Background: an optimization exercise with open tools, aiming at small area. Do not read the settings as production practice. RTL that was checked went through simulation tests only; none was proved equivalent to the original. For runs 1 and 2, only the layout was checked, not whether the RTL still works. The clock cells of run 7 come from the design's own scripts or RTL, not from TritonCTS. No driver is modelled on the clock port, so clock power and skew are understated where the tree is cut down; a real chip needs a root buffer or a tree. Power and IR drop assume default switching activity.

[design/flow/design.v]
module top (
    input  logic       clk,
    input  logic       rst,
    input  logic       gradient,
    input  logic       red,
    input  logic       green,
    input  logic       blue,
    input  logic       white,
    input  logic       box_enable,
    output logic       vga_h_sync,
    output logic       vga_v_sync,
    output logic [7:0] VGA_R,
    output logic [7:0] VGA_G,
    output logic [7:0] VGA_B,
    output logic       vga_sync,
    output logic       vga_display
);
    logic [7:0] xk;
    logic       xc;
    logic [1:0] xj;
    logic [5:0] yq;
    logic [2:0] ya;
    logic       yb;
    logic [9:0] ux;
    logic [8:0] uy;
    logic       dx, dy;
    logic [7:0] r, b;
    logic       g;
    wire x0   = (xk == 8'd0) && !xc && (xj == 2'd0);      
    wire x1   = (xk == 8'd0) && !xc && (xj == 2'd1);      
    wire xend = (xk == 8'd159) && xc && (xj == 2'd1);     
    wire yend = (yq == 6'd34) && (ya == 3'd7) && yb;      
    wire y0   = (yq == 6'd0) && (ya == 3'd0) && !yb;      
    wire fend = xend && yend;
    wire disp_x = !xk[7] && !x0 && !((xk == 8'd127) && xc && (xj == 2'd2));
    wire disp_y = (yq < 6'd31) || ((yq == 6'd31) && !((ya == 3'd7) && yb));
    wire disp   = disp_x && disp_y;
    wire hs = ((xk > 8'd131) && (xk < 8'd150)) ||
              ((xk == 8'd131) && (xc || (xj != 2'd0))) ||
              ((xk == 8'd150) && !xc && (xj == 2'd0));
    wire vs = (yq == 6'd32) && (ya == 3'd5) && (yb == x0);
    assign vga_h_sync  = hs;
    assign vga_v_sync  = vs;
    assign vga_sync    = hs & vs;
    assign vga_display = disp;
    wire xo3 = (xk == 8'd0) || ((xk >= 8'd43) && (xk <= 8'd85));    
    wire xl2 = (xk >= 8'd43) && (xk <= 8'd84);                      
    wire xlo_end = !xc && (xj == (xo3 ? 2'd2 : 2'd1));
    wire xhi_end =  xc && ((xj == (xl2 ? 2'd1 : 2'd2)) || xend);
    always_ff @(posedge clk) begin
        if (rst || xend) begin
            xk <= 8'd0; xc <= 1'b0; xj <= 2'd0;
        end else if (xlo_end) begin
            xc <= 1'b1; xj <= 2'd0;
        end else if (xhi_end) begin
            xk <= xk + 8'd1; xc <= 1'b0; xj <= 2'd0;
        end else begin
            xj <= xj + 2'd1;
        end
    end
    logic [2:0] ys;    
    always_comb begin
        if (yq <= 6'd4) ys = 3'd0;
        else if (yq <= 6'd8) ys = 3'd1;
        else if (yq <= 6'd13) ys = 3'd2;
        else if (yq <= 6'd17) ys = 3'd3;
        else if (yq <= 6'd22) ys = 3'd4;
        else if (yq <= 6'd26) ys = 3'd5;
        else ys = 3'd6;
    end
    wire ysingle = (yq != 6'd0) && (ya == ys);
    always_ff @(posedge clk) begin
        if (rst) begin
            yq <= 6'd0; ya <= 3'd0; yb <= 1'b0;
        end else if (xend) begin
            if (yend) begin
                yq <= 6'd0; ya <= 3'd0; yb <= 1'b0;
            end else if (!yb && !ysingle) begin
                yb <= 1'b1;
            end else begin
                yb <= 1'b0;
                ya <= ya + 3'd1;
                if (ya == 3'd7) yq <= yq + 6'd1;
            end
        end
    end
    wire xhold = xk[7] && (xk[6:2] == 5'd0) && !(xk[1] && xk[0]);    
    wire yhold = (yq == 6'd34) && !(ya == 3'd7 && yb);
    wire hx  = (ux < 10'd50);
    wire hy  = (uy < 9'd50);
    wire hit = hx && hy;
    wire fx      = (xk == 8'd127) && xc && (xj == 2'd0) && yend;
    wire bx_zero = ux[9] && (ux[6:0] == 7'h7f);           
    wire bx_max  = hx;                                     
    wire fy      = xend && (yq == 6'd31) && (ya == 3'd7) && !yb;
    wire by_zero = uy[8] && uy[7] && uy[6] && (uy[4:0] == 5'h1f);    
    wire by_max  = hy;                                     
    wire recentre = x1 && y0 && (ux[9:7] == 3'd0) && (uy[8:6] == 3'd0);
    wire mvx_r = fx && !dx && !bx_max;        
    wire mvx_l = fx &&  dx && !bx_zero;       
    wire mvy_d = fy && !dy && !by_max;
    wire mvy_u = fy &&  dy && !by_zero;
    wire       ux_en = !xhold && !mvx_r;
    wire       ux_c  = ux_en && (ux[0] || mvx_l);
    wire [8:0] ux_hi = (ux_c && ux[9] && ux[8] && ux[4]) ? 9'd0 : ux[9:1] + {8'd0, ux_c};   
    wire       ux_lo = ux[0] ^ (ux_en && !mvx_l);
    wire       uy_en = xend && !yhold && !mvy_d;
    wire       uy_c  = uy_en && (uy[0] || mvy_u);
    wire [7:0] uy_hi = uy[8:1] + {7'd0, uy_c};
    wire       uy_lo = uy[0] ^ (uy_en && !mvy_u);
    always_ff @(posedge clk) begin
        if (rst) begin
            ux <= 10'd491;            
            uy <= 9'd297;             
            dx <= 1'b0;
            dy <= 1'b0;
        end else if (recentre) begin
            ux <= 10'd493;            
            uy <= 9'd297;
            dx <= 1'b0;
            dy <= 1'b0;
        end else begin
            ux <= {ux_hi, ux_lo};
            uy <= {uy_hi, uy_lo};
            if (fx && (dx ? bx_zero : bx_max)) dx <= !dx;
            if (fy && (dy ? by_zero : by_max)) dy <= !dy;
        end
    end
    wire any2 = (gradient && (red || green || blue || white || box_enable)) ||
                (red && (green || blue || white || box_enable)) ||
                (green && (blue || white || box_enable)) ||
                (blue && (white || box_enable)) ||
                (white && box_enable);
    wire none = !(gradient || red || green || blue || white || box_enable);
    wire live = !rst && disp;
    wire keep = live && none;                  
    wire one  = live && !any2;                 
    wire boxc = box_enable && hit;
    wire g_ok = one && gradient;
    wire r_s  = one && (red || white || boxc);
    wire g_s  = one && (green || white);
    wire b_s  = one && (blue || white || boxc);
    always_ff @(posedge clk) begin
        r <= ({8{keep}} & r) | ({8{g_ok}} & {xk[6:0], xc}) | {8{r_s}};
        g <= (keep & g) | g_s;
        b <= ({8{keep}} & b) | ({8{g_ok}} & {yq[4:0], ya}) | {8{b_s}};
    end
    assign VGA_R = r;
    assign VGA_G = {8{g}};
    assign VGA_B = b;
endmodule
[design/flow/flow/run.sh]
#!/bin/bash
# Standard ORFS layout, with three changes that only affect cell area:
#  - synthesis maps the logic with an area-only ABC script (no buffering or
#    upsizing against the clock target; flip-flops are mapped as usual),
#  - ports are buffered with buf_1 cells,
#  - the clock tree uses small buffers and no dummy loads.
set -euo pipefail
W=$(pwd)
S=$W/scripts_area
rm -rf "$S"
cp -r "$FLOW_HOME/scripts" "$S"
cp "$W/flow/abc_area.script" "$S/abc_area.script"

bash standard.sh "SCRIPTS_DIR=$S" synth > "$W/run_synth.log" 2>&1

CTS="-sink_clustering_enable -repair_clock_nets -dont_use_dummy_load -sink_clustering_size 30 -buf_list sky130_fd_sc_hd__clkbuf_4"
bash standard.sh "BUFFER_PORTS_ARGS=-buffer_cell sky130_fd_sc_hd__buf_1" "CTS_ARGS=$CTS" finish > "$W/run_layout.log" 2>&1
[design/flow/flow/abc_area.script]
strash
dc2
balance
rewrite
refactor
balance
rewrite
rewrite -z
balance
refactor -z
rewrite -z
balance
dch -f
map -a
topo
[design/flow/standard.sh]
#!/bin/bash
# synth_recipe.tcl (not shown) runs the flow's synth.tcl, then flattens the netlist and writes it again
# the make line also repeats each setting of config.mk as NAME=value (left out here)
make -C /OpenROAD-flow-scripts/flow DESIGN_CONFIG=/design/flow/config.mk WORK_HOME=/design/flow/orfs CLKGATE_MAP_FILE= SYNTH_SCRIPT=/design/flow/synth_recipe.tcl "${@:-finish}"
[design/flow/config.mk]
export PLATFORM = sky130hd
export DESIGN_NAME = top
export DESIGN_NICKNAME = top
export VERILOG_FILES = /design/flow/design.v
export SDC_FILE = /design/flow/constraint.sdc
export NUM_CORES = 4
export LEC_CHECK = 0
export ABC_AREA = 1
export CAP_MARGIN = 20
export CORE_MARGIN = 2
export CORE_UTILIZATION = 60
export SLEW_MARGIN = 20
[design/flow/constraint.sdc]
create_clock -name core_clock -period 20.0 [get_ports {clk}]
set_input_delay 4.0000 -clock core_clock [delete_from_list [all_inputs] [get_ports {clk}]]
set_output_delay 4.0000 -clock core_clock [all_outputs]
set_load 0.01 [all_outputs]
==> results of run 1 <==
cells by family (layout without fill, tap and decap cells):
group	Yosys count	in the layout
compound gates	106	106
xor+xnor	7	7
fa+ha+maj	21	21
buf+inv	72	109
flops	59	59
simple gates	162	162
synthesized netlist by cell type (all sizes together) (2+ instances only):
master,number,share of area (%)
clkinv,64,7.5
dfxtp,59,37
nor2,58,6.8
nand2,35,4.1
nand3,30,4.7
a21oi,28,4.4
o21ai,26,4.1
ha,21,8.2
nor3,20,3.1
o211ai,18,4.2
nand4,9,1.8
buf,8,1.9
a211oi,7,1.6
a31oi,7,1.4
nor4,7,1.4
o31ai,6,1.4
xor2,5,1.4
o21a,3,0.71
a21boi,2,0.47
a22oi,2,0.47
and2,2,0.47
xnor2,2,0.55
stage by stage:
step | worst slack (ns) | instances | area (um^2) | total power [mW]
CTS | 13.69 | 534 | 3420 | 0.241
global placement | 14.12 | 525 | 3360 | 0.184
finish | 13.69 | 534 | 3420 | 0.240
detailed placement | 14.13 | 525 | 3360 | 0.184
global route | 13.55 | 534 | 3420 | 0.253
floorplan | 14.19 | 427 | 3190 | 0.167
per-layer routing:
metal,GRT usage (%),vias to the layer above
met3,4.24,17
met5,0,-
met4,12.2,0
met1,34.1,1327
li1,-,1564
met2,41.5,92
flip-flops by register name, indices dropped and copies added, names as in the netlist, 2 cells and up:
| register | flops |
|---|---|
| ux | 10 |
| xj | 2 |
| r | 8 |
| b | 8 |
| uy | 9 |
| ya | 3 |
| yq | 6 |
| xk | 8 |
area by class of cell:
cell class	count	area share [%]
Clock buffer	9	1.97
Inverter	64	7.01
Multi-Input combinational cell	296	49.9
Sequential cell	59	34.5
Tap cell	70	2.56
Timing Repair Buffer	36	4.06
power groups by stage:
| stage | clock network (mW) | logic [mW] | registers, mW |
|---|---|---|---|
| after floorplan | 0 | 0.0364 | 0.131 |
| after detailed placement | 0 | 0.0517 | 0.132 |
| after CTS | 0.0598 | 0.0522 | 0.129 |
| final | 0.0581 | 0.0528 | 0.129 |
| after global placement | 0 | 0.0516 | 0.132 |
| after global routing | 0.0638 | 0.0587 | 0.130 |
worst paths after layout:
check,startpoint,end,slack [ns],cells after the start
setup / recovery,xj[0],vga_sync,13.69,10
hold reg to reg,b[5],b[5],0.50,2
setup reg to reg,xk[1],ux[9],16.56,15
hold / removal,b[5],b[5],0.50,2
worst max-delay path: cells and delay by family, from the launching register on:
family | cells | cell delay (ns)
and+or+nand+nor | 5 | 0.99
DFF | 1 | 0.36
adders and majority gates | 1 | 0.15
AOI/OAI and AO/OA | 1 | 0.07
buffers and inverters | 3 | 0.35
==> results.sh, run 1 <==
export IMPL_grt_max_degree=19
export IMPL_cts_root_buf="clkbuf_4"
export IMPL_first_pass_iters=5
export IMPL_die_x_um=76.9
export IMPL_synth_top_family_by_area="simple AND/OR/NAND/NOR gates"
export IMPL_worst_ep_arrival_time_ns=2.31
export IMPL_comb_power_share_pct=22.0
export IMPL_cts_sinks=59
export IMPL_crit_chain="clkinv_1 -> ha_1 -> clkinv_1 -> nor2_1 -> nand2_1 -> nand3_1 -> a21oi_1 -> nor4_1 -> and2_2 -> buf_1"
export IMPL_drtIter0Drc=185
export IMPL_clock_path_buffers=2
export IMPL_async_flop_share_pct=0
export IMPL_nets=495
export IMPL_portBuffers=35
export IMPL_synth_avg_cell_area_um2=7.46
export IMPL_clk_pin_slew_ns=0.08
export IMPL_grtUsageTotal_pct=25.9
export IMPL_clockPowerShare_pct=24.2
export IMPL_wl_um=7340
export IMPL_cts_buffers=9
export IMPL_synth_compound_area_share_pct=20.7
export IMPL_die_h_um=76.9
export IMPL_worstSetupStartpointType="flip-flop"
export IMPL_dr_wl_met3_um=318
export IMPL_fin_setup_tns_ns=0
export IMPL_cts_setup_buffers=0
export IMPL_finalCriticalPeriod_ns=6.31
export IMPL_pwr_density_cell_mw_per_mm2=70.2
export IMPL_cts_resized=0
export IMPL_ys_ff_latch=59
export IMPL_yosys_most_used_dff="dfxtp_1"
export IMPL_setup_violations=0
export IMPL_cts_tree="built"
export IMPL_power_switching_mw=0.0781
export IMPL_yosys_area_share_xor_xnor_pct=1.92
export IMPL_syn_cell_area_mm2=0.00319
export IMPL_synthMuxAreaShare_pct=0
export IMPL_drc=0
export IMPL_ir_drop_v=0.0000545
export IMPL_antenna_found_initial=0
export IMPL_holdWs_ns=0.504
export IMPL_synth_adder_area_share_pct=8.25
export IMPL_wl_met2_um=3270
export IMPL_path_max_fanout=5
export IMPL_fillCellCount=481
export IMPL_ff_latch_area_mm2=0.00118
export IMPL_clkLatencyLatePin_ns=0.40
export IMPL_vias=3000
export IMPL_flow_area_growth_from_synthesis_pct=7.50
export IMPL_ys_seq_area_share_pct=37.1
export IMPL_wl_met1_um=3590
export IMPL_gp_congestion=0.974
export IMPL_ys_warnings_count=1
export IMPL_min_period_over_period_pct=31.6
export IMPL_grt_pass1_vias=2767
export IMPL_cp_slowest_cell="nor4_1"
export IMPL_switching_share_pct=32.5
export IMPL_crit_type="flip-flop to output pin"
export IMPL_post_synth_num_cell_types=30
export IMPL_endpoint_kind="output pin"
export IMPL_drv_cap=0
export IMPL_fmax_mhz=158
export IMPL_drive_gt1_share_pct=3.23
export IMPL_hold_violations=0
export IMPL_synth_edff_count=0
export IMPL_final_common_cell="clkinv_1"
export IMPL_synthSimpleGateAreaFrac_pct=22.7
export IMPL_rsz0062_at_grt="no"
export IMPL_skew_ns=0.0300
export IMPL_slew_headroom_pct=28.6
export IMPL_core_mm2=0.00511
export IMPL_seq_power_share_pct=53.9
export IMPL_htreeDepth=3
export IMPL_ant_nets=0
export IMPL_cpMostUsedCell="clkinv_1"
export IMPL_slew_violations=0
export IMPL_cp_required_ns=16.00
export IMPL_worstMarginPinSlew_ns=1.07
export IMPL_multi_input_area_mm2=0.00171
export IMPL_overflow=0
export IMPL_dr_max_layer_used="met4"
export IMPL_worst_hold_path_type="flip-flop to flip-flop"
export IMPL_placementRows=26
export IMPL_vias_per_cell=5.62
export IMPL_outcome="finished clean"
export IMPL_wl_per_cell_um=13.7
export IMPL_postCtsHoldBufs=0
export IMPL_final_util_pct=67.1
export IMPL_fp_dieArea_mm2=0.00591
export IMPL_start_util_pct=62.4
export IMPL_intPower_mw=0.162
export IMPL_synth_nets=456
export IMPL_netlist_instances=427
export IMPL_p_leak_nw=1.21
export IMPL_slowest_delay_ns=0.41
export IMPL_grt_pass1_wl_um=12300
export IMPL_io_pins=36
export IMPL_diodes=0
export IMPL_hpwl_um=5560
export IMPL_final_cell_mix="clkinv_1, dfxtp_1, nor2_1"
==> run 2, diff against run 1 <==
==> design/flow/flow/run.sh (replaced) <==
#!/bin/bash
# Standard ORFS layout, with changes that only affect cell area:
#  - synthesis maps the logic with an area-only ABC script (no buffering or
#    upsizing against the clock target) and leaves adders to ABC instead of
#    mapping them to half/full-adder cells first; flip-flops are mapped as usual,
#  - ports are buffered with buf_1 cells,
#  - the clock tree uses few, larger clusters and no dummy loads.
set -euo pipefail
W=$(pwd)
S=$W/scripts_area
rm -rf "$S"
cp -r "$FLOW_HOME/scripts" "$S"
cp "$W/flow/abc_area.script" "$S/abc_area.script"

bash standard.sh "SCRIPTS_DIR=$S" "ADDER_MAP_FILE=" synth > "$W/run_synth.log" 2>&1

CTS="-sink_clustering_enable -repair_clock_nets -dont_use_dummy_load -sink_clustering_size 30 -sink_clustering_max_diameter 100 -buf_list sky130_fd_sc_hd__clkbuf_8"
bash standard.sh "BUFFER_PORTS_ARGS=-buffer_cell sky130_fd_sc_hd__buf_1" "CTS_ARGS=$CTS" finish > "$W/run_layout.log" 2>&1
--- a/design/flow/config.mk
+++ b/design/flow/config.mk
@@ -8,5 +8,5 @@
 export ABC_AREA = 1
 export CAP_MARGIN = 20
 export CORE_MARGIN = 2
-export CORE_UTILIZATION = 60
+export CORE_UTILIZATION = 75
 export SLEW_MARGIN = 20
==> run 2 against run 1 <==
Net effect:
- still clean
- cell area is 6.2% lower
- combinational power is 63% lower
- first-iteration DRC count is 32% higher
- area after synthesis is 7.2% lower
- cell count is 2.6% lower
- sequential power is 5% lower
- routed wire length is 2.8% lower
- critical endpoint is now vga_display
==> results.sh, run 2 <==
export IMPL_outcome="finished clean"
export IMPL_pwr_density_cell_mw_per_mm2=69.3
export IMPL_final_cell_mix="clkinv_1, nor2_1, dfxtp_1"
export IMPL_post_synth_num_cell_types=24
export IMPL_final_common_cell="clkinv_1"
export IMPL_portBuffers=35
export IMPL_worst_ep_arrival_time_ns=2.97
export IMPL_slew_violations=0
export IMPL_cp_slowest_cell="dfxtp_1"
export IMPL_finalPower_mw=0.223
export IMPL_clockPowerShare_pct=35.9
export IMPL_largestRegisters="ux: 10 flops, uy: 9 flops"
export IMPL_io_pins=36
export IMPL_drv_cap=0
export IMPL_cts_resized=0
export IMPL_drc=0
export IMPL_hold_violations=0
export IMPL_cpMostUsedCell="nor2_1"
export IMPL_fillCellCount=232
export IMPL_worstMarginPinSlew_ns=0.930
export IMPL_nets=482
export IMPL_synth_edff_count=0
export IMPL_cts_root_buf="clkbuf_8"
export IMPL_wl_um=7130
export IMPL_placementRows=22
export IMPL_clk_pin_slew_ns=0.06
export IMPL_cts_setup_buffers=0
export IMPL_dr_wl_met3_um=675
export IMPL_fin_area_mm2=0.00321
export IMPL_fin_setup_tns_ns=0
export IMPL_yosysMostFrequentCell="clkinv_1"
export IMPL_seq_power_share_pct=55.3
export IMPL_fmax_mhz=143
export IMPL_clock_path_buffers=2
export IMPL_synth_avg_cell_area_um2=6.78
export IMPL_htreeDepth=3
export IMPL_worst_hold_path_type="flip-flop to flip-flop"
export IMPL_rsz0062_at_grt="no"
export IMPL_vias=3115
export IMPL_first_pass_iters=5
export IMPL_cp_required_ns=16.00
export IMPL_gp_congestion=0.974
export IMPL_postPlaceCellArea_mm2=0.00309
export IMPL_worstSetupStartpointType="flip-flop"
export IMPL_synth_common_cells="clkinv_1, nor2_1, dfxtp_1, nand2_1, o21ai_0"
export IMPL_diodes=0
export IMPL_regMostFlops="ux"
export IMPL_path_max_fanout=4
export IMPL_drive_gt1_share_pct=2.12
export IMPL_grt_pass1_vias=2754
export IMPL_crit_chain="clkinv_1 -> nor2_1 -> clkinv_1 -> nor2_1 -> nand2_1 -> nor2_1 -> clkinv_1 -> nor3_1 -> a21oi_1 -> o21ai_0 -> nand2_1 -> nor2_1 -> nand2_1 -> nor2_1 -> a221oi_1 -> buf_1"
export IMPL_async_flop_share_pct=0
export IMPL_cts_sinks=59
export IMPL_drtIter0Drc=244
export IMPL_crit_type="flip-flop to output pin"
export IMPL_vias_per_cell=5.99
export IMPL_slowest_delay_ns=0.37
export IMPL_overflow=0
export IMPL_core_mm2=0.00372
export IMPL_dr_max_layer_used="met4"
export IMPL_postCtsHoldBufs=0
export IMPL_setup_violations=0
export IMPL_flow_area_growth_from_synthesis_pct=8.64
export IMPL_endpoint_kind="output pin"
export IMPL_p_leak_nw=1.11
export IMPL_hpwl_um=5310
export IMPL_synth_nets=444
export IMPL_ys_ff_latch=59
export IMPL_grt_max_degree=18
export IMPL_netlist_top_cells_area="dfxtp_1, clkinv_1, nor2_1, nand2_1, o21ai_0"
export IMPL_cts_tree="built"
export IMPL_antenna_found_initial=0
export IMPL_ys_seq_area_share_pct=40.0
export IMPL_yosys_most_used_dff="dfxtp_1"
export IMPL_largest_reg_flops=10
export IMPL_skew_ns=0.0111
export IMPL_yosysTopAreaCellShare_pct=40.0
export IMPL_grt_pass1_wl_um=11700
export IMPL_wl_met1_um=3040
export IMPL_comb_power_share_pct=8.8
export IMPL_fp_dieArea_mm2=0.00446
export IMPL_cts_buffers=9
export IMPL_wl_per_cell_um=13.7
export IMPL_yosysTopAreaCell="dfxtp_1"
export IMPL_final_util_pct=86.4
export IMPL_wl_met2_um=3330
export IMPL_intPower_mw=0.166
export IMPL_switching_share_pct=25.2
export IMPL_ir_drop_v=0.0000543
export IMPL_syn_cell_area_mm2=0.00296
export IMPL_start_util_pct=79.5
export IMPL_ys_warnings_count=1
export IMPL_finalCriticalPeriod_ns=6.97
export IMPL_clkLatencyLatePin_ns=0.34
export IMPL_die_h_um=66.8
export IMPL_min_period_over_period_pct=34.9
export IMPL_die_x_um=66.8
export IMPL_ant_nets=0
export IMPL_grtUsageTotal_pct=34.6
export IMPL_netlist_instances=436
export IMPL_slew_headroom_pct=37.4
export IMPL_power_switching_mw=0.0561
[run 2: changes by cell type after synthesis, moves of 11 or more]
cell,previous run,this run
o221ai_1,1,16
ha_1,21,0
o211ai_1,18,3
nor2_1,58,80
clkinv_1,64,97
nand2_1,35,46
nand3_1,30,7
[run 2: final timing paths]
check	startpoint	endpoint	slack [ns]	cells after the start
min reg2reg	xj[0]	xj[0]	0.50	1
max reg2reg	ya[1]	ux[8]	15.60	24
min	xj[0]	xj[0]	0.50	1
max	xk[0]	vga_display	13.03	16
[run 2: cell families after synthesis]
family	synth area share [%]
adder cells (fa/ha/maj)	0.339
AO/OA/AOI/OAI	20.1
buffers and inverters	14.4
flip-flops	40.0
XOR/XNOR	0.296
AND/OR/NAND/NOR	24.9
[run 2: per-stage QoR]
step                std cells  hold WS, ns  setup slack [ns]
floorplan                 436        0.437             13.93
detailed placement        511        0.476             13.47
finish                    520        0.495             13.03
CTS                       520        0.495             13.09
global route              520        0.520             12.69
global placement          511        0.460             13.59
[run 2: power by group through the flow]
| stage | Clock, mW | Combinational [mW] | Sequential, mW |
|---|---|---|---|
| 4_1_cts | 0.0798 | 0.0192 | 0.123 |
| 6_report | 0.0799 | 0.0196 | 0.123 |
| 3_5_place_dp | 0 | 0.0191 | 0.125 |
| 2_1_floorplan | 0 | 0.0137 | 0.125 |
| 5_1_grt | 0.0861 | 0.0222 | 0.123 |
| 3_3_place_gp | 0 | 0.0183 | 0.125 |
[run 2: critical path, delay by kind of cell (launching register included)]
kind | cells | cell delay (ns)
AND/OR/NAND/NOR | 9 | 1.41
buffers and inverters | 4 | 0.53
flip-flops | 1 | 0.37
AO/OA/AOI/OAI | 3 | 0.34
[run 2: cell type report]
type | instances | area, um^2 | share of cell area, %
Multi-Input combinational cell | 272 | 1350 | 42.0
Sequential cell | 59 | 1180 | 36.8
Inverter | 97 | 364 | 11.3
Timing Repair Buffer | 35 | 131 | 4.09
Clock buffer | 9 | 124 | 3.86
Tap cell | 48 | 60.1 | 1.87
[run 2: layer usage]
layer / vias up / track usage, %
li1: 1533 / -
met3: 12 / 9.46
met2: 183 / 57.6
met1: 1387 / 42.9
met5: - / 0
met4: 0 / 12.2
==> run 3, diff against run 2 <==
--- a/design/flow/design.v
+++ b/design/flow/design.v
@@ -15,7 +15,7 @@
     output logic       vga_sync,
     output logic       vga_display
 );
-    logic [7:0] xk;
+    logic [6:0] xk;
     logic       xc;
     logic [1:0] xj;
     logic [5:0] yq;
@@ -26,34 +26,36 @@
     logic       dx, dy;
     logic [7:0] r, b;
     logic       g;
-    wire x0   = (xk == 8'd0) && !xc && (xj == 2'd0);      
-    wire x1   = (xk == 8'd0) && !xc && (xj == 2'd1);      
-    wire xend = (xk == 8'd159) && xc && (xj == 2'd1);     
-    wire yend = (yq == 6'd34) && (ya == 3'd7) && yb;      
-    wire y0   = (yq == 6'd0) && (ya == 3'd0) && !yb;      
-    wire fend = xend && yend;
-    wire disp_x = !xk[7] && !x0 && !((xk == 8'd127) && xc && (xj == 2'd2));
+    wire       blank = (xj == 2'd3);
+    wire [7:0] xbl   = {xk, xc};                           
+    wire x0   = (xk == 7'd0) && !xc && (xj == 2'd0);       
+    wire x1   = (xk == 7'd0) && !xc && (xj == 2'd1);       
+    wire xend = blank && xk[6] && (xk[3:0] == 4'hf);       
+    wire yend = (yq == 6'd34) && (ya == 3'd7) && yb;       
+    wire y0   = (yq == 6'd0) && (ya == 3'd0) && !yb;       
+    wire disp_x = !blank && !x0 && !((xk == 7'd127) && xc && (xj == 2'd2));
     wire disp_y = (yq < 6'd31) || ((yq == 6'd31) && !((ya == 3'd7) && yb));
     wire disp   = disp_x && disp_y;
-    wire hs = ((xk > 8'd131) && (xk < 8'd150)) ||
-              ((xk == 8'd131) && (xc || (xj != 2'd0))) ||
-              ((xk == 8'd150) && !xc && (xj == 2'd0));
+    wire hs = blank && (xbl >= 8'd16) && (xbl <= 8'd110);
     wire vs = (yq == 6'd32) && (ya == 3'd5) && (yb == x0);
     assign vga_h_sync  = hs;
     assign vga_v_sync  = vs;
     assign vga_sync    = hs & vs;
     assign vga_display = disp;
-    wire xo3 = (xk == 8'd0) || ((xk >= 8'd43) && (xk <= 8'd85));    
-    wire xl2 = (xk >= 8'd43) && (xk <= 8'd84);                      
+    wire xo3 = (xk == 7'd0) || ((xk >= 7'd43) && (xk <= 7'd85));    
+    wire xl2 = (xk >= 7'd43) && (xk <= 7'd84);                      
     wire xlo_end = !xc && (xj == (xo3 ? 2'd2 : 2'd1));
-    wire xhi_end =  xc && ((xj == (xl2 ? 2'd1 : 2'd2)) || xend);
+    wire xhi_end =  xc && (xj == (xl2 ? 2'd1 : 2'd2));
+    wire [6:0] xk_inc = xk + {6'd0, blank ? xc : 1'b1};
     always_ff @(posedge clk) begin
         if (rst || xend) begin
-            xk <= 8'd0; xc <= 1'b0; xj <= 2'd0;
+            xk <= 7'd0; xc <= 1'b0; xj <= 2'd0;
+        end else if (blank) begin
+            xk <= xk_inc; xc <= !xc;
         end else if (xlo_end) begin
             xc <= 1'b1; xj <= 2'd0;
         end else if (xhi_end) begin
-            xk <= xk + 8'd1; xc <= 1'b0; xj <= 2'd0;
+            xk <= xk_inc; xc <= 1'b0; xj <= (xk == 7'd127) ? 2'd3 : 2'd0;
         end else begin
             xj <= xj + 2'd1;
         end
@@ -84,12 +86,12 @@
             end
         end
     end
-    wire xhold = xk[7] && (xk[6:2] == 5'd0) && !(xk[1] && xk[0]);    
+    wire xhold = blank && (xbl < 8'd15);                   
     wire yhold = (yq == 6'd34) && !(ya == 3'd7 && yb);
     wire hx  = (ux < 10'd50);
     wire hy  = (uy < 9'd50);
     wire hit = hx && hy;
-    wire fx      = (xk == 8'd127) && xc && (xj == 2'd0) && yend;
+    wire fx      = (xk == 7'd127) && xc && (xj == 2'd0) && yend;
     wire bx_zero = ux[9] && (ux[6:0] == 7'h7f);           
     wire bx_max  = hx;                                     
     wire fy      = xend && (yq == 6'd31) && (ya == 3'd7) && !yb;
==> run 3 against run 2 <==
Net effect:
- clock skew increased by 0.0061 ns
- utilization is 1.4 points lower
- sequential power increased by 5%
- setup slack better by 0.57 ns
- hold slack improved by 0.0041 ns
- count of clock-buffer cells in the layout unchanged
- register-to-register slack improved by 0.92 ns
- highest routed layer unchanged
- area after synthesis decreased by 2.5%
==> results.sh, run 3 <==
export IMPL_wl_per_cell_um=14.0
export IMPL_antenna_found_initial=0
export IMPL_postCtsHoldBufs=0
export IMPL_min_from="r[5]"
export IMPL_post_synth_num_cell_types=26
export IMPL_final_cell_mix="nor2_1, clkinv_1, dfxtp_1"
export IMPL_vias=3036
export IMPL_setup_violations=0
export IMPL_drc=0
export IMPL_ys_seq_area_share_pct=40.3
export IMPL_grtUsageTotal_pct=35.3
export IMPL_core_mm2=0.00369
export IMPL_synth_edff_count=0
export IMPL_outcome="finished clean"
export IMPL_netlist_top_cells_area="dfxtp_1, nor2_1, clkinv_1, o21ai_0, nand2_1"
export IMPL_cts_setup_buffers=0
export IMPL_rsz0062_at_grt="no"
export IMPL_start_util_pct=78.1
export IMPL_cp_slowest_cell="nor4_1"
export IMPL_fmax_mhz=156
export IMPL_yosysMostFrequentCell="nor2_1"
export IMPL_drive_gt1_share_pct=2.42
export IMPL_startpoint="yq[1]"
export IMPL_nets=464
export IMPL_synth_avg_cell_area_um2=6.89
export IMPL_yosysTopAreaCell="dfxtp_1"
export IMPL_worstMarginPinSlew_ns=1.03
export IMPL_p_leak_nw=1.06
export IMPL_cts_tree="built"
export IMPL_synth_nets=426
export IMPL_cp_required_ns=16.00
export IMPL_clk_pin_slew_ns=0.05
export IMPL_cts_root_buf="clkbuf_8"
export IMPL_grt_pass1_wl_um=11700
export IMPL_hpwl_um=5170
export IMPL_crit_chain="clkinv_1 -> nor2_1 -> clkinv_1 -> nor2_1 -> nand2_1 -> nor4_1 -> a2111oi_0 -> buf_1"
export IMPL_crit_type="flip-flop to output pin"
export IMPL_die_h_um=66.0
export IMPL_overflow=0
export IMPL_wl_um=7050
export IMPL_io_pins=36
export IMPL_fp_dieArea_mm2=0.00435
export IMPL_grt_max_degree=19
export IMPL_synth_common_cells="nor2_1, clkinv_1, dfxtp_1, nand2_1, o21ai_0"
export IMPL_timing_rr_start="yq[1]"
export IMPL_cts_resized=0
export IMPL_slew_headroom_pct=30.8
export IMPL_first_pass_iters=6
export IMPL_gp_congestion=1.04
export IMPL_rr_worst_depth=20
export IMPL_flow_area_growth_from_synthesis_pct=8.86
export IMPL_cts_sinks=58
export IMPL_yosys_most_used_dff="dfxtp_1"
export IMPL_largestRegisters="ux: 10 flops, uy: 9 flops"
export IMPL_htreeDepth=3
export IMPL_hold_violations=0
export IMPL_ir_drop_v=0.0000720
export IMPL_netlist_instances=418
export IMPL_drtIter0Drc=288
export IMPL_regMostFlops="ux"
export IMPL_clock_path_buffers=2
export IMPL_skew_ns=0.0172
export IMPL_hold_depth=2
export IMPL_die_x_um=66.0
export IMPL_placementRows=22
export IMPL_holdWs_ns=0.500
export IMPL_ys_ff_latch=58
export IMPL_path_max_fanout=5
export IMPL_drv_cap=0
export IMPL_grt_pass1_vias=2750
export IMPL_endpoint_kind="output pin"
export IMPL_slew_violations=0
export IMPL_syn_cell_area_mm2=0.00288
export IMPL_slowest_delay_ns=0.45
export IMPL_async_flop_share_pct=0
export IMPL_finalCriticalPeriod_ns=6.40
export IMPL_ant_nets=0
export IMPL_min_period_over_period_pct=32.0
export IMPL_ys_warnings_count=1
export IMPL_worstSetupStartpointType="flip-flop"
export IMPL_pwr_density_cell_mw_per_mm2=81.2
export IMPL_clkLatencyLatePin_ns=0.35
export IMPL_yosysTopAreaCellShare_pct=40.3
export IMPL_diodes=0
export IMPL_final_common_cell="nor2_1"
export IMPL_worst_ep_arrival_time_ns=2.40
export IMPL_cts_buffers=9
export IMPL_fin_setup_tns_ns=0
export IMPL_vias_per_cell=6.05
export IMPL_portBuffers=35
export IMPL_largest_reg_flops=10
export IMPL_worst_hold_path_type="flip-flop to flip-flop"
-- run 3: cell count changes in the layout (fill, tap and decap cells not counted), sizes merged, moves of 3 or more --
cell    delta
a21oi     -11
nand4      -3
o211ai    +14
clkinv    -25
o221ai    -15
nand2      -5
nand3     +20
-- run 3: final cells by class --
class	instances	area (um^2)
Inverter	72	270
Tap cell	48	60.1
Fill cell	247	553
Multi-Input combinational cell	280	1390
Sequential cell	58	1160
Timing Repair Buffer	35	131
Clock buffer	9	124
-- run 3: logic make-up (layout without fill, tap and decap cells) --
kind of cell           after synthesis  after routing  synth area share, %
AO/OA/AOI/OAI                       89             89                 19.1
XOR/XNOR                             3              3                0.912
buffers and inverters               80            116                 11.5
flip-flops                          58             58                 40.3
AND/OR/NAND/NOR                    188            188                 28.2
-- run 3: through the flow --
step                      total power, mW  utilization, %  setup slack [ns]  cells  cell area, um^2
final                               0.255            85.0             13.60    502             3140
after global routing                0.265            85.0             13.45    502             3140
after CTS                           0.253            85.0             13.72    502             3140
after detailed placement            0.176            81.6             14.10    493             3010
after global placement              0.174            81.6             14.20    493             3010
after floorplan                     0.164               -             14.50    418             2880
-- run 3: path summary, 6_finish.rpt --
check / endpoint / slack (ns)
setup reg to reg: uy[8] / 16.52
hold reg to reg: r[5] / 0.50
hold / removal: r[5] / 0.50
setup / recovery: vga_display / 13.60
-- run 3: routing by layer --
layer	global-route usage, %	wire length, um	vias to the layer above
met1	42.0	2900	1336
li1	-	-	1498
met2	58.7	3290	167
met4	19.9	258	0
met3	7.67	595	35
met5	0	0	-
-- run 3: power breakdown --
group	internal, mW	leakage [nW]	switching (mW)	total [mW]
logic	0.0138	0.528	0.0334	0.0471
registers	0.122	0.470	0.00657	0.129
clock network	0.0398	0.0647	0.0387	0.0785
-- run 3: critical path: cells and delay by family, from the launching register on --
kind	cells	cell delay, ns
buffers and inverters	3	0.46
AO/OA/AOI/OAI	1	0.31
AND/OR/NAND/NOR	4	0.92
flip-flops	1	0.37
==> run 4, diff against run 3 <==
--- a/design/flow/flow/run.sh
+++ b/design/flow/flow/run.sh
@@ -14,5 +14,5 @@
 
 bash standard.sh "SCRIPTS_DIR=$S" "ADDER_MAP_FILE=" synth > "$W/run_synth.log" 2>&1
 
-CTS="-sink_clustering_enable -repair_clock_nets -dont_use_dummy_load -sink_clustering_size 30 -sink_clustering_max_diameter 100 -buf_list sky130_fd_sc_hd__clkbuf_8"
+CTS="-sink_clustering_enable -repair_clock_nets -dont_use_dummy_load -buf_list sky130_fd_sc_hd__clkbuf_4"
 bash standard.sh "BUFFER_PORTS_ARGS=-buffer_cell sky130_fd_sc_hd__buf_1" "CTS_ARGS=$CTS" finish > "$W/run_layout.log" 2>&1
==> design/flow/flow/abc_area.script (replaced) <==
strash
dc2
balance
 rewrite
 refactor
 balance
 rewrite
 rewrite -z
 balance
 refactor -z
 rewrite -z
 balance
balance
 rewrite
 refactor
 balance
 rewrite
 rewrite -z
 balance
 refactor -z
 rewrite -z
 balance
dch -f
amap
topo
--- a/design/flow/config.mk
+++ b/design/flow/config.mk
@@ -8,5 +8,5 @@
 export ABC_AREA = 1
 export CAP_MARGIN = 20
 export CORE_MARGIN = 2
-export CORE_UTILIZATION = 75
+export CORE_UTILIZATION = 80
 export SLEW_MARGIN = 20
==> run 4 against run 3 <==
Net effect:
- global-route usage up 5.1 points
- register-to-register slack worse by 0.80 ns
- combinational power up 2%
- sequential power about the same
- die area down 8.9%
- critical path type unchanged
==> results.sh, run 4 <==
export IMPL_regMostFlops="ux"
export IMPL_final_cell_mix="nor2_1, clkinv_1, dfxtp_1"
export IMPL_yosysMostFrequentCell="nor2_1"
export IMPL_cts_resized=0
export IMPL_post_synth_num_cell_types=30
export IMPL_cp_slowest_cell="dfxtp_1"
export IMPL_clkLatencyLatePin_ns=0.40
export IMPL_hpwl_um=5480
export IMPL_postCtsHoldBufs=0
export IMPL_dp_slack_ns=12.87
export IMPL_endpoint_kind="output pin"
export IMPL_syn_cell_area_mm2=0.00278
export IMPL_fmax_mhz=130
export IMPL_drv_cap=0
export IMPL_intPower_mw=0.159
export IMPL_setup_slack_ns=12.30
export IMPL_final_common_cell="nor2_1"
export IMPL_ant_nets=0
export IMPL_skew_ns=0.0231
export IMPL_wl_per_cell_um=16.2
export IMPL_yosysTopAreaCell="dfxtp_1"
export IMPL_largestRegisters="ux: 10 flops, uy: 9 flops"
export IMPL_drive_gt1_share_pct=2.13
export IMPL_io_pins=36
export IMPL_outcome="finished clean"
export IMPL_netlist_instances=386
export IMPL_synth_avg_cell_area_um2=7.20
export IMPL_netlist_top_cells_area="dfxtp_1, nor2_1, clkinv_1, o21ai_0, a21oi_1"
export IMPL_synth_nets=394
export IMPL_drtIter0Drc=470
export IMPL_core_mm2=0.00334
export IMPL_ys_ff_latch=58
export IMPL_slew_violations=0
export IMPL_yosysTopAreaCellShare_pct=41.8
export IMPL_ys_seq_area_share_pct=41.8
export IMPL_rsz0062_at_grt="no"
export IMPL_clk_pin_slew_ns=0.07
export IMPL_worst_ep_arrival_time_ns=3.70
export IMPL_grtUsageTotal_pct=40.4
export IMPL_cts_setup_buffers=0
export IMPL_synth_edff_count=0
export IMPL_diodes=0
export IMPL_worst_hold_path_type="flip-flop to flip-flop"
export IMPL_holdWs_ns=0.471
export IMPL_fin_area_mm2=0.00298
export IMPL_start_util_pct=83.3
export IMPL_first_pass_iters=7
export IMPL_crit_type="flip-flop to output pin"
export IMPL_vias=3050
export IMPL_setup_violations=0
export IMPL_clockPowerShare_pct=24.7
export IMPL_cts_root_buf="clkbuf_4"
export IMPL_die_h_um=63.0
export IMPL_placementRows=21
export IMPL_portBuffers=35
export IMPL_seq_power_share_pct=54.8
export IMPL_slowest_delay_ns=0.38
export IMPL_cp_required_ns=16.00
export IMPL_async_flop_share_pct=0
export IMPL_grt_max_degree=17
export IMPL_worstMarginPinSlew_ns=0.894
export IMPL_worstSetupStartpointType="flip-flop"
export IMPL_grt_pass1_vias=2814
export IMPL_die_x_um=63.0
export IMPL_crit_chain="clkinv_1 -> nor2_1 -> o21ai_0 -> a21oi_1 -> o22ai_1 -> nor3_1 -> nor2_1 -> nor2_1 -> nand2_1 -> nand2_1 -> nand2_1 -> nor2_1 -> nand2_1 -> nor2_1 -> nand2_1 -> nor2_1 -> clkinv_1 -> nor2_1 -> nor3_1 -> and3_1 -> buf_1"
export IMPL_ir_drop_v=0.0000573
export IMPL_overflow=0
export IMPL_cpMostUsedCell="nor2_1"
export IMPL_fin_setup_tns_ns=0
export IMPL_postPlaceCellArea_mm2=0.00291
export IMPL_gp_congestion=1.01
export IMPL_comb_power_share_pct=20.6
export IMPL_switching_share_pct=32.2
export IMPL_synth_common_cells="nor2_1, clkinv_1, dfxtp_1, nand2_1, o21ai_0"
export IMPL_drc=0
export IMPL_cts_sinks=58
export IMPL_clock_path_buffers=2
export IMPL_path_max_fanout=5
export IMPL_hold_violations=0
export IMPL_fp_dieArea_mm2=0.00396
export IMPL_grt_pass1_wl_um=12500
export IMPL_p_leak_nw=0.961
export IMPL_wl_um=7600
export IMPL_cts_buffers=9
export IMPL_cts_tree="built"
export IMPL_nets=432
export IMPL_final_util_pct=89.2
export IMPL_slew_headroom_pct=40.2
export IMPL_yosys_most_used_dff="dfxtp_1"
export IMPL_largest_reg_flops=10
export IMPL_vias_per_cell=6.52
export IMPL_htreeDepth=3
export IMPL_flow_area_growth_from_synthesis_pct=7.07
export IMPL_ys_warnings_count=1
export IMPL_pwr_density_cell_mw_per_mm2=78.7
export IMPL_finalCriticalPeriod_ns=7.70
export IMPL_antenna_found_initial=0
export IMPL_min_period_over_period_pct=38.5
export IMPL_power_switching_mw=0.0755
==> run 4: cell types whose count changed after synthesis, sizes merged, moves of 5 or more <==
cell / delta
clkinv: -14
a21oi: +11
nand2: -7
or2: +6
or3: +7
o31ai: -9
a211oi: +12
nand3: -15
nor3: -5
nor2: -15
o211ai: -13
==> run 4: cell families after synthesis <==
family,synth area share [%]
and+or+nand+nor,26.1
AOI/OAI and AO/OA,22.1
buffers and inverters,9.99
DFF,41.8
==> run 4: cell type report <==
class	count	area, um^2
sequential	58	1160
fill	182	360
clock buffer	9	67.6
timing repair buffer	35	131
tap	46	57.6
inverter	58	218
multi-input combinational	262	1340
==> run 4: metal layers <==
metal  routed length (um)  vias up  global-route usage (%)
met2                 3610      234                    67.7
met1                 2900     1344                    47.1
li1                     -     1417                       -
met3                  736       55                    10.8
met4                  354        0                    20.8
met5                    0        -                       0
==> run 4: final timing paths <==
kind         startpoint          end  slack, ns  cells after the start
min reg2reg        r[3]         r[3]       0.47                      2
max reg2reg       xk[1]         b[2]      15.72                     24
min                r[3]         r[3]       0.47                      2
max               xk[1]  vga_display      12.30                     21
==> run 4: stage by stage <==
stage	total power [mW]	std cells
6_report	0.234	468
5_1_grt	0.245	468
4_1_cts	0.232	468
3_5_place_dp	0.177	459
3_3_place_gp	0.175	459
2_1_floorplan	0.164	386
==> run 4: power by group through the flow <==
stage                     clock network [mW]  registers (mW)  logic (mW)
after floorplan                            0           0.130      0.0345
after global placement                     0           0.130      0.0446
after detailed placement                   0           0.131      0.0466
after CTS                             0.0575           0.128      0.0470
after global routing                  0.0625           0.129      0.0540
final                                 0.0578           0.128      0.0482
==> run 4: critical path: cells and delay by family (launching register included) <==
| family | cells | cell delay [ns] |
|---|---|---|
| buf+inv | 3 | 0.40 |
| compound gates | 3 | 0.39 |
| simple gates | 15 | 2.14 |
| flops | 1 | 0.38 |
==> run 5, diff against run 4 <==
==> design/flow/flow/run.sh (replaced) <==
#!/bin/bash
# Standard ORFS layout, with changes that only affect cell area:
#  - synthesis maps the logic with an area-only ABC script (no buffering or
#    upsizing against the clock target) and leaves adders to ABC instead of
#    mapping them to half/full-adder cells first; flip-flops are mapped as usual,
#  - ports are buffered with buf_1 cells,
#  - the clock is distributed by four clkbuf_8 (flow/clockbuf.tcl) instead of
#    an H-tree; the rest of the CTS step (legalisation, repair) is unchanged.
set -euo pipefail
W=$(pwd)
S=$W/scripts_area
rm -rf "$S"
cp -r "$FLOW_HOME/scripts" "$S"
cp "$W/flow/abc_area.script" "$S/abc_area.script"
sed -i "s#^log_cmd clock_tree_synthesis .*#source $W/flow/clockbuf.tcl#" "$S/cts.tcl"
grep -q "flow/clockbuf.tcl" "$S/cts.tcl"

bash standard.sh "SCRIPTS_DIR=$S" "ADDER_MAP_FILE=" synth > "$W/run_synth.log" 2>&1
export FLOW_CLKBUF=sky130_fd_sc_hd__clkbuf_8
bash standard.sh "SCRIPTS_DIR=$S" "BUFFER_PORTS_ARGS=-buffer_cell sky130_fd_sc_hd__buf_1" finish > "$W/run_layout.log" 2>&1
==> design/flow/flow/clockbuf.tcl (new file) <==
# Clock distribution for this small design: the flip-flops are split into
# four groups by placement (above/below the median y, then left/right of each
# half's median x); each group is driven by one clock buffer placed at its
# centre, and the clock port drives the four buffers. Used in place of
# clock_tree_synthesis by cts.tcl.
set bufcell $::env(FLOW_CLKBUF)
set block [ord::get_db_block]
set port_net [[$block findBTerm clk] getNet]
$port_net setSigType CLOCK
set master [[ord::get_db] findMaster $bufcell]
set sinks {}
foreach it [$port_net getITerms] {
  set loc [[$it getInst] getLocation]
  lappend sinks [list [lindex $loc 0] [lindex $loc 1] $it]
}
proc halves {l idx} {
  set s [lsort -integer -index $idx $l]
  set h [expr {[llength $s] / 2}]
  return [list [lrange $s 0 [expr {$h - 1}]] [lrange $s $h end]]
}
set groups {}
foreach half [halves $sinks 1] {
  foreach q [halves $half 0] { lappend groups $q }
}
set k 0
foreach g $groups {
  set buf [odb::dbInst_create $block $master clkbuf_leaf_$k]
  set net [odb::dbNet_create $block clk_leaf_$k]
  $net setSigType CLOCK
  set sx 0; set sy 0
  foreach s $g {
    incr sx [lindex $s 0]; incr sy [lindex $s 1]
    set it [lindex $s 2]
    $it disconnect
    $it connect $net
  }
  set n [llength $g]
  [$buf findITerm A] connect $port_net
  [$buf findITerm X] connect $net
  $buf setLocation [expr {$sx / $n}] [expr {$sy / $n}]
  $buf setPlacementStatus PLACED
  puts "clockbuf: $bufcell clkbuf_leaf_$k drives $n clock pins"
  incr k
}
set_propagated_clock [all_clocks]
--- a/design/flow/config.mk
+++ b/design/flow/config.mk
@@ -8,5 +8,5 @@
 export ABC_AREA = 1
 export CAP_MARGIN = 20
 export CORE_MARGIN = 2
-export CORE_UTILIZATION = 80
+export CORE_UTILIZATION = 88
 export SLEW_MARGIN = 20
==> run 5 against run 4 <==
Net effect:
- area after synthesis stayed put
- synthesized cell count unchanged
- the run now fails in 3_1_place_gp_skip_io
==> results.sh, run 5 <==
export IMPL_synth_nets=394
export IMPL_yosysMostFrequentCell="nor2_1"
export IMPL_ys_seq_area_share_pct=41.8
export IMPL_netlist_top_cells_area="dfxtp_1, nor2_1, clkinv_1, o21ai_0, a21oi_1"
export IMPL_async_flop_share_pct=0
export IMPL_die_h_um=60.2
export IMPL_placementRows=20
export IMPL_yosysTopAreaCellShare_pct=41.8
export IMPL_syn_cell_area_mm2=0.00278
export IMPL_stop_stage="3_1_place_gp_skip_io"
export IMPL_yosys_most_used_dff="dfxtp_1"
export IMPL_outcome="did not finish"
export IMPL_ys_warnings_count=1
export IMPL_start_util_pct=91.8
export IMPL_netlist_instances=386
export IMPL_synth_edff_count=0
export IMPL_tool_error="[ERROR GPL-0301] Utilization 108.097 % exceeds 100%."
export IMPL_ys_ff_latch=58
export IMPL_synth_common_cells="nor2_1, clkinv_1, dfxtp_1, nand2_1, o21ai_0"
export IMPL_yosysTopAreaCell="dfxtp_1"
export IMPL_die_x_um=60.2
export IMPL_post_synth_num_cell_types=30
export IMPL_synth_avg_cell_area_um2=7.20
[run 5: cell counts after synthesis]
No cell type changed its count.
[run 5: cells by family after synthesis]
| family | synth area share (%) |
|---|---|
| simple gates | 26.1 |
| flops | 41.8 |
| buf+inv | 9.99 |
| compound gates | 22.1 |
==> run 6, diff against run 5 <==
--- a/design/flow/config.mk
+++ b/design/flow/config.mk
@@ -8,5 +8,5 @@
 export ABC_AREA = 1
 export CAP_MARGIN = 20
 export CORE_MARGIN = 2
-export CORE_UTILIZATION = 88
+export CORE_UTILIZATION = 82
 export SLEW_MARGIN = 20
==> run 6 against run 5 <==
Net effect:
- the flow stops in 3_3_place_gp
- area after synthesis stayed put
- synthesized cell count stayed put
==> results.sh, run 6 <==
export IMPL_synth_edff_count=0
export IMPL_yosys_most_used_dff="dfxtp_1"
export IMPL_ys_ff_latch=58
export IMPL_yosysTopAreaCell="dfxtp_1"
export IMPL_yosysMostFrequentCell="nor2_1"
export IMPL_io_pins=36
export IMPL_synth_avg_cell_area_um2=7.20
export IMPL_outcome="did not finish"
export IMPL_synth_nets=394
export IMPL_portBuffers=35
export IMPL_die_h_um=62.2
export IMPL_yosysTopAreaCellShare_pct=41.8
export IMPL_syn_cell_area_mm2=0.00278
export IMPL_die_x_um=62.2
export IMPL_netlist_instances=386
export IMPL_ys_seq_area_share_pct=41.8
export IMPL_async_flop_share_pct=0
export IMPL_tool_error="[ERROR GPL-0301] Utilization 101.589 % exceeds 100%."
export IMPL_netlist_top_cells_area="dfxtp_1, nor2_1, clkinv_1, o21ai_0, a21oi_1"
export IMPL_post_synth_num_cell_types=30
export IMPL_synth_common_cells="nor2_1, clkinv_1, dfxtp_1, nand2_1, o21ai_0"
export IMPL_ys_warnings_count=1
export IMPL_start_util_pct=84.6
export IMPL_placementRows=21
export IMPL_stop_stage="3_3_place_gp"
==> run 6: logic make-up after synthesis <==
| logic type | Yosys count | share of synthesized area (%) |
|---|---|---|
| buf+inv | 66 | 9.99 |
| compound gates | 100 | 22.1 |
| simple gates | 162 | 26.1 |
| flops | 58 | 41.8 |
==> run 7, diff against run 6 <==
--- a/design/flow/config.mk
+++ b/design/flow/config.mk
@@ -8,5 +8,5 @@
 export ABC_AREA = 1
 export CAP_MARGIN = 20
 export CORE_MARGIN = 2
-export CORE_UTILIZATION = 82
+export CORE_UTILIZATION = 80
 export SLEW_MARGIN = 20
==> run 7 against run 6 <==
Net effect:
- now clean on timing, DRC and antenna
- area after synthesis did not move
- synthesized cell count did not move
==> results.sh, run 7 <==
export IMPL_yosys_most_used_dff="dfxtp_1"
export IMPL_yosysMostFrequentCell="nor2_1"
export IMPL_synth_nets=394
export IMPL_holdWs_ns=0.476
export IMPL_fillCellCount=195
export IMPL_final_util_pct=88.8
export IMPL_grt_met3_usage_pct=2.88
export IMPL_largest_reg_flops=10
export IMPL_first_pass_iters=8
export IMPL_worst_ep_arrival_time_ns=3.52
export IMPL_worst_hold_path_type="flip-flop to flip-flop"
export IMPL_gp_congestion=1.01
export IMPL_ant_nets=0
export IMPL_pwr_density_cell_mw_per_mm2=75.5
export IMPL_antenna_found_initial=0
export IMPL_drv_cap=0
export IMPL_portBuffers=35
export IMPL_crit_chain="clkinv_1 -> nor2_1 -> o21ai_0 -> a21oi_1 -> o22ai_1 -> nor3_1 -> nor2_1 -> nor2_1 -> nand2_1 -> nand2_1 -> nand2_1 -> nor2_1 -> nand2_1 -> nor2_1 -> nand2_1 -> nor2_1 -> clkinv_1 -> nor2_1 -> nor3_1 -> and3_1 -> buf_1"
export IMPL_grt_use_met1_pct=46.9
export IMPL_vias=2996
export IMPL_flow_area_growth_from_synthesis_pct=6.62
export IMPL_post_synth_num_cell_types=30
export IMPL_stdcell_count=463
export IMPL_final_cell_mix="nor2_1, clkinv_1, dfxtp_1"
export IMPL_hold_violations=0
export IMPL_regMostFlops="ux"
export IMPL_netlist_instances=386
export IMPL_min_period_over_period_pct=37.6
export IMPL_multi_input_area_mm2=0.00134
export IMPL_synth_edff_count=0
export IMPL_die_x_um=63.0
export IMPL_worstSetupStartpointType="flip-flop"
export IMPL_grt_busiest_layer="met2"
export IMPL_hpwl_um=5480
export IMPL_slowest_delay_ns=0.39
export IMPL_yosysTopAreaCell="dfxtp_1"
export IMPL_ir_drop_v=0.0000718
export IMPL_clk_pin_slew_ns=0.08
export IMPL_ys_ff_latch=58
export IMPL_syn_cell_area_mm2=0.00278
export IMPL_largestRegisters="ux: 10 flops, uy: 9 flops"
export IMPL_cts_resized=0
export IMPL_io_pins=36
export IMPL_fin_setup_tns_ns=0
export IMPL_dp_slack_ns=12.87
export IMPL_outcome="finished clean"
export IMPL_start_util_pct=83.3
export IMPL_core_mm2=0.00334
export IMPL_drc=0
export IMPL_cts_setup_buffers=0
export IMPL_wl_um=7240
export IMPL_die_h_um=63.0
export IMPL_placementRows=21
export IMPL_timing_rr_start="xk[1]"
export IMPL_slew_violations=0
export IMPL_finalCriticalPeriod_ns=7.52
export IMPL_ys_warnings_count=1
export IMPL_cp_num_buf_inv=3
export IMPL_postCtsHoldBufs=0
export IMPL_min_from="r[3]"
export IMPL_rsz0062_at_grt="no"
export IMPL_synth_common_cells="nor2_1, clkinv_1, dfxtp_1, nand2_1, o21ai_0"
export IMPL_grt_max_degree=17
export IMPL_wl_per_cell_um=15.6
export IMPL_netlist_top_cells_area="dfxtp_1, nor2_1, clkinv_1, o21ai_0, a21oi_1"
export IMPL_drtIter0Drc=498
export IMPL_yosysTopAreaCellShare_pct=41.8
export IMPL_fp_dieArea_mm2=0.00396
export IMPL_diodes=0
export IMPL_cp_slowest_cell="dfxtp_1"
export IMPL_endpoint_kind="output pin"
export IMPL_skew_ns=0.0148
export IMPL_ys_seq_area_share_pct=41.8
export IMPL_p_leak_nw=0.948
export IMPL_clkLatencyLatePin_ns=0.16
export IMPL_path_max_fanout=5
export IMPL_slew_headroom_pct=41.6
export IMPL_final_common_cell="nor2_1"
export IMPL_setup_violations=0
export IMPL_drive_gt1_share_pct=0.959
export IMPL_nets=427
export IMPL_fmax_mhz=133
export IMPL_cp_required_ns=16.00
export IMPL_crit_type="flip-flop to output pin"
export IMPL_worstMarginPinSlew_ns=0.873
export IMPL_overflow=0
export IMPL_ff_latch_area_mm2=0.00116
export IMPL_vias_per_cell=6.47
export IMPL_async_flop_share_pct=0
export IMPL_synth_avg_cell_area_um2=7.20
export IMPL_post_place_cells=459
export IMPL_cpMostUsedCell="nor2_1"
export IMPL_grt_pass1_vias=2749
export IMPL_setup_slack_ns=12.48
export IMPL_grt_pass1_wl_um=12300
export IMPL_startpoint="xk[1]"
export IMPL_grtUsageTotal_pct=37.3
export IMPL_use_met2_pct=67.4
export IMPL_critPathTopFamily="simple AND/OR/NAND/NOR gates"
-- run 7: cell counts after synthesis --
Identical to the previous run, type by type.
-- run 7: layout make-up --
cell class	instances	area share, %
sequential	58	39.2
inverter	58	7.34
multi-input combinational	262	45.3
tap	46	1.94
timing repair buffer	35	4.43
buffer	4	1.86
-- run 7: per-stage QoR --
step | power (mW) | cell area (um^2)
after global placement | 0.175 | 2910
after global routing | 0.233 | 2960
after detailed placement | 0.177 | 2910
final | 0.224 | 2960
after CTS | 0.222 | 2960
after floorplan | 0.164 | 2780
-- run 7: layer usage --
metal  wire (um)  up-vias
met5           0        -
met4         317        0
met3         572       37
met2        3530      206
met1        2830     1347
li1            -     1406
-- run 7: logic make-up after synthesis --
kind of cell           count (synthesis)  share of synthesized area [%]
flip-flops                            58                           41.8
buffers and inverters                 66                           9.99
AO/OA/AOI/OAI                        100                           22.1
AND/OR/NAND/NOR                      162                           26.1
-- run 7: final timing paths --
check | endpoint | slack (ns) | cells after the start
setup / recovery | vga_display | 12.48 | 21
hold / removal | r[3] | 0.48 | 2
setup reg to reg | r[2] | 15.68 | 24
hold reg to reg | r[3] | 0.48 | 2
-- run 7: where the power goes --
group          internal [mW]  total [mW]  leakage (nW)  switching, mW
sequential             0.123       0.129         0.470        0.00593
clock                 0.0185      0.0470        0.0288         0.0286
combinational         0.0154      0.0481         0.450         0.0327
-- run 7: tightest hold or removal path, delay by kind of cell, from the launching register on --
family | cells | cell delay (ns)
DFF | 1 | 0.33
AOI/OAI and AO/OA | 2 | 0.11
==> run 8, diff against run 7 <==
--- a/design/flow/design.v
+++ b/design/flow/design.v
@@ -86,7 +86,6 @@
             end
         end
     end
-    wire xhold = blank && (xbl < 8'd15);                   
     wire yhold = (yq == 6'd34) && !(ya == 3'd7 && yb);
     wire hx  = (ux < 10'd50);
     wire hy  = (uy < 9'd50);
@@ -102,9 +101,10 @@
     wire mvx_l = fx &&  dx && !bx_zero;       
     wire mvy_d = fy && !dy && !by_max;
     wire mvy_u = fy &&  dy && !by_zero;
-    wire       ux_en = !xhold && !mvx_r;
+    wire       ux_en = !mvx_r;
     wire       ux_c  = ux_en && (ux[0] || mvx_l);
-    wire [8:0] ux_hi = (ux_c && ux[9] && ux[8] && ux[4]) ? 9'd0 : ux[9:1] + {8'd0, ux_c};   
+    wire       ux_wrap = ux[9] && ux[8] && ux[5];                
+    wire [8:0] ux_hi = ux[9:1] + {8'd0, ux_c};
     wire       ux_lo = ux[0] ^ (ux_en && !mvx_l);
     wire       uy_en = xend && !yhold && !mvy_d;
     wire       uy_c  = uy_en && (uy[0] || mvy_u);
@@ -112,17 +112,17 @@
     wire       uy_lo = uy[0] ^ (uy_en && !mvy_u);
     always_ff @(posedge clk) begin
         if (rst) begin
-            ux <= 10'd491;            
+            ux <= 10'd506;            
             uy <= 9'd297;             
             dx <= 1'b0;
             dy <= 1'b0;
         end else if (recentre) begin
-            ux <= 10'd493;            
+            ux <= 10'd508;            
             uy <= 9'd297;
             dx <= 1'b0;
             dy <= 1'b0;
         end else begin
-            ux <= {ux_hi, ux_lo};
+            ux <= ux_wrap ? 10'd0 : {ux_hi, ux_lo};
             uy <= {uy_hi, uy_lo};
             if (fx && (dx ? bx_zero : bx_max)) dx <= !dx;
             if (fy && (dy ? by_zero : by_max)) dy <= !dy;
--- a/design/flow/config.mk
+++ b/design/flow/config.mk
@@ -7,6 +7,8 @@
 export LEC_CHECK = 0
 export ABC_AREA = 1
 export CAP_MARGIN = 20
+export CELL_PAD_IN_SITES_DETAIL_PLACEMENT = 0
+export CELL_PAD_IN_SITES_GLOBAL_PLACEMENT = 0
 export CORE_MARGIN = 2
 export CORE_UTILIZATION = 80
 export SLEW_MARGIN = 20
==> run 8 against run 7 <==
Net effect:
- the flow now stops in 3_3_place_gp
- synthesized cell count shrank 1.6%
- area after synthesis up 0.14%
==> results.sh, run 8 <==
export IMPL_synthMuxAreaShare_pct=0
export IMPL_yosysTopAreaCellShare_pct=41.7
export IMPL_die_x_um=63.0
export IMPL_ys_seq_area_share_pct=41.7
export IMPL_ys_ff_latch=58
export IMPL_yosys_area_share_xor_xnor_pct=0
export IMPL_netlist_top_cells_area="dfxtp_1, nor2_1, clkinv_1, o21ai_0, nand2_1"
export IMPL_synth_compound_area_share_pct=23.8
export IMPL_die_h_um=63.0
export IMPL_netlist_instances=380
export IMPL_synth_edff_count=0
export IMPL_io_pins=36
export IMPL_yosysMostFrequentCell="nor2_1"
export IMPL_async_flop_share_pct=0
export IMPL_post_synth_num_cell_types=34
export IMPL_synthSimpleGateAreaFrac_pct=23.8
export IMPL_yosysTopAreaCell="dfxtp_1"
export IMPL_outcome="did not finish"
export IMPL_tool_error="[ERROR GPL-0301] Utilization 100.154 % exceeds 100%."
export IMPL_synth_avg_cell_area_um2=7.33
export IMPL_synth_nets=388
export IMPL_placementRows=21
export IMPL_portBuffers=35
export IMPL_stop_stage="3_3_place_gp"
export IMPL_synth_adder_area_share_pct=0
export IMPL_synth_top_family_by_area="compound AO/OA/AOI/OAI gates"
export IMPL_start_util_pct=83.4
export IMPL_synth_common_cells="nor2_1, clkinv_1, dfxtp_1, nand2_1, o21ai_0"
export IMPL_syn_cell_area_mm2=0.00278
export IMPL_yosys_most_used_dff="dfxtp_1"
export IMPL_ys_warnings_count=1
-- run 8: cell types whose count changed after synthesis, sizes merged, moves of 2 or more --
cell | before | now
a2111oi | 0 | 2
a21oi | 27 | 18
o32ai | 3 | 1
o21ai | 33 | 27
or3 | 7 | 3
o32a | 0 | 2
o221ai | 5 | 9
clkinv | 58 | 63
nand4 | 6 | 10
nor4 | 8 | 4
or2 | 6 | 1
nand3 | 12 | 14
-- run 8: cell families after synthesis --
kind of cell | Yosys count
AOI/OAI and AO/OA | 99
buffers and inverters | 71
and+or+nand+nor | 152
DFF | 58
==> run 9, diff against run 8 <==
--- a/design/flow/config.mk
+++ b/design/flow/config.mk
@@ -7,8 +7,6 @@
 export LEC_CHECK = 0
 export ABC_AREA = 1
 export CAP_MARGIN = 20
-export CELL_PAD_IN_SITES_DETAIL_PLACEMENT = 0
-export CELL_PAD_IN_SITES_GLOBAL_PLACEMENT = 0
 export CORE_MARGIN = 2
 export CORE_UTILIZATION = 80
 export SLEW_MARGIN = 20
==> run 9 against run 8 <==
Net effect:
- the run again fails in 3_3_place_gp
- synthesized cell count unchanged
- area after synthesis stayed put
==> results.sh, run 9 <==
export IMPL_netlist_instances=380
export IMPL_outcome="did not finish"
export IMPL_synth_edff_count=0
export IMPL_portBuffers=35
export IMPL_placementRows=21
export IMPL_ys_seq_area_share_pct=41.7
export IMPL_synth_common_cells="nor2_1, clkinv_1, dfxtp_1, nand2_1, o21ai_0"
export IMPL_ys_ff_latch=58
export IMPL_post_synth_num_cell_types=34
export IMPL_synth_avg_cell_area_um2=7.33
export IMPL_yosysTopAreaCellShare_pct=41.7
export IMPL_start_util_pct=83.4
export IMPL_netlist_top_cells_area="dfxtp_1, nor2_1, clkinv_1, o21ai_0, nand2_1"
export IMPL_die_x_um=63.0
export IMPL_syn_cell_area_mm2=0.00278
export IMPL_stop_stage="3_3_place_gp"
export IMPL_synth_nets=388
export IMPL_ys_warnings_count=1
export IMPL_yosys_most_used_dff="dfxtp_1"
export IMPL_async_flop_share_pct=0
export IMPL_yosysTopAreaCell="dfxtp_1"
export IMPL_io_pins=36
export IMPL_tool_error="[ERROR GPL-0301] Utilization 100.154 % exceeds 100%."
export IMPL_yosysMostFrequentCell="nor2_1"
export IMPL_die_h_um=63.0
==> run 9: kinds of logic after synthesis <==
family | Yosys count | share of synthesized area (%)
simple gates | 152 | 23.8
compound gates | 99 | 23.8
buf+inv | 71 | 10.7
flops | 58 | 41.7

==> afterwards: timing with drivers on the ports <==
Ports are ideal in the flow. The routed layouts listed here were re-timed in OpenROAD.
Step 1: set_driving_cell puts a clkbuf_16 on clk and a buf_2 on each other input, an assumption about the parent block.
Step 2 also shifts input and output timing later by t, the mid clock arrival at the registers, as if the neighbouring blocks saw the same clock.
a / b / c = no drivers / after step 1 / after step 2; a / b = the first two.
run | shift t [ns] | setup slack, ns | latest minus earliest clock arrival (ns)
run 1 | 0.415 | 13.685 / 13.657 / 14.072 | 0.030 / 0.030
run 2 | 0.359 | 13.030 / 13.002 / 13.361 | 0.011 / 0.012
run 3 | 0.364 | 13.604 / 13.577 / 13.942 | 0.017 / 0.017
run 4 | 0.417 | 12.297 / 12.270 / 12.687 | 0.023 / 0.023
run 7 | 0.206 | 12.483 / 12.425 / 12.631 | 0.014 / 0.015
After both steps setup and hold are still met in every run listed.
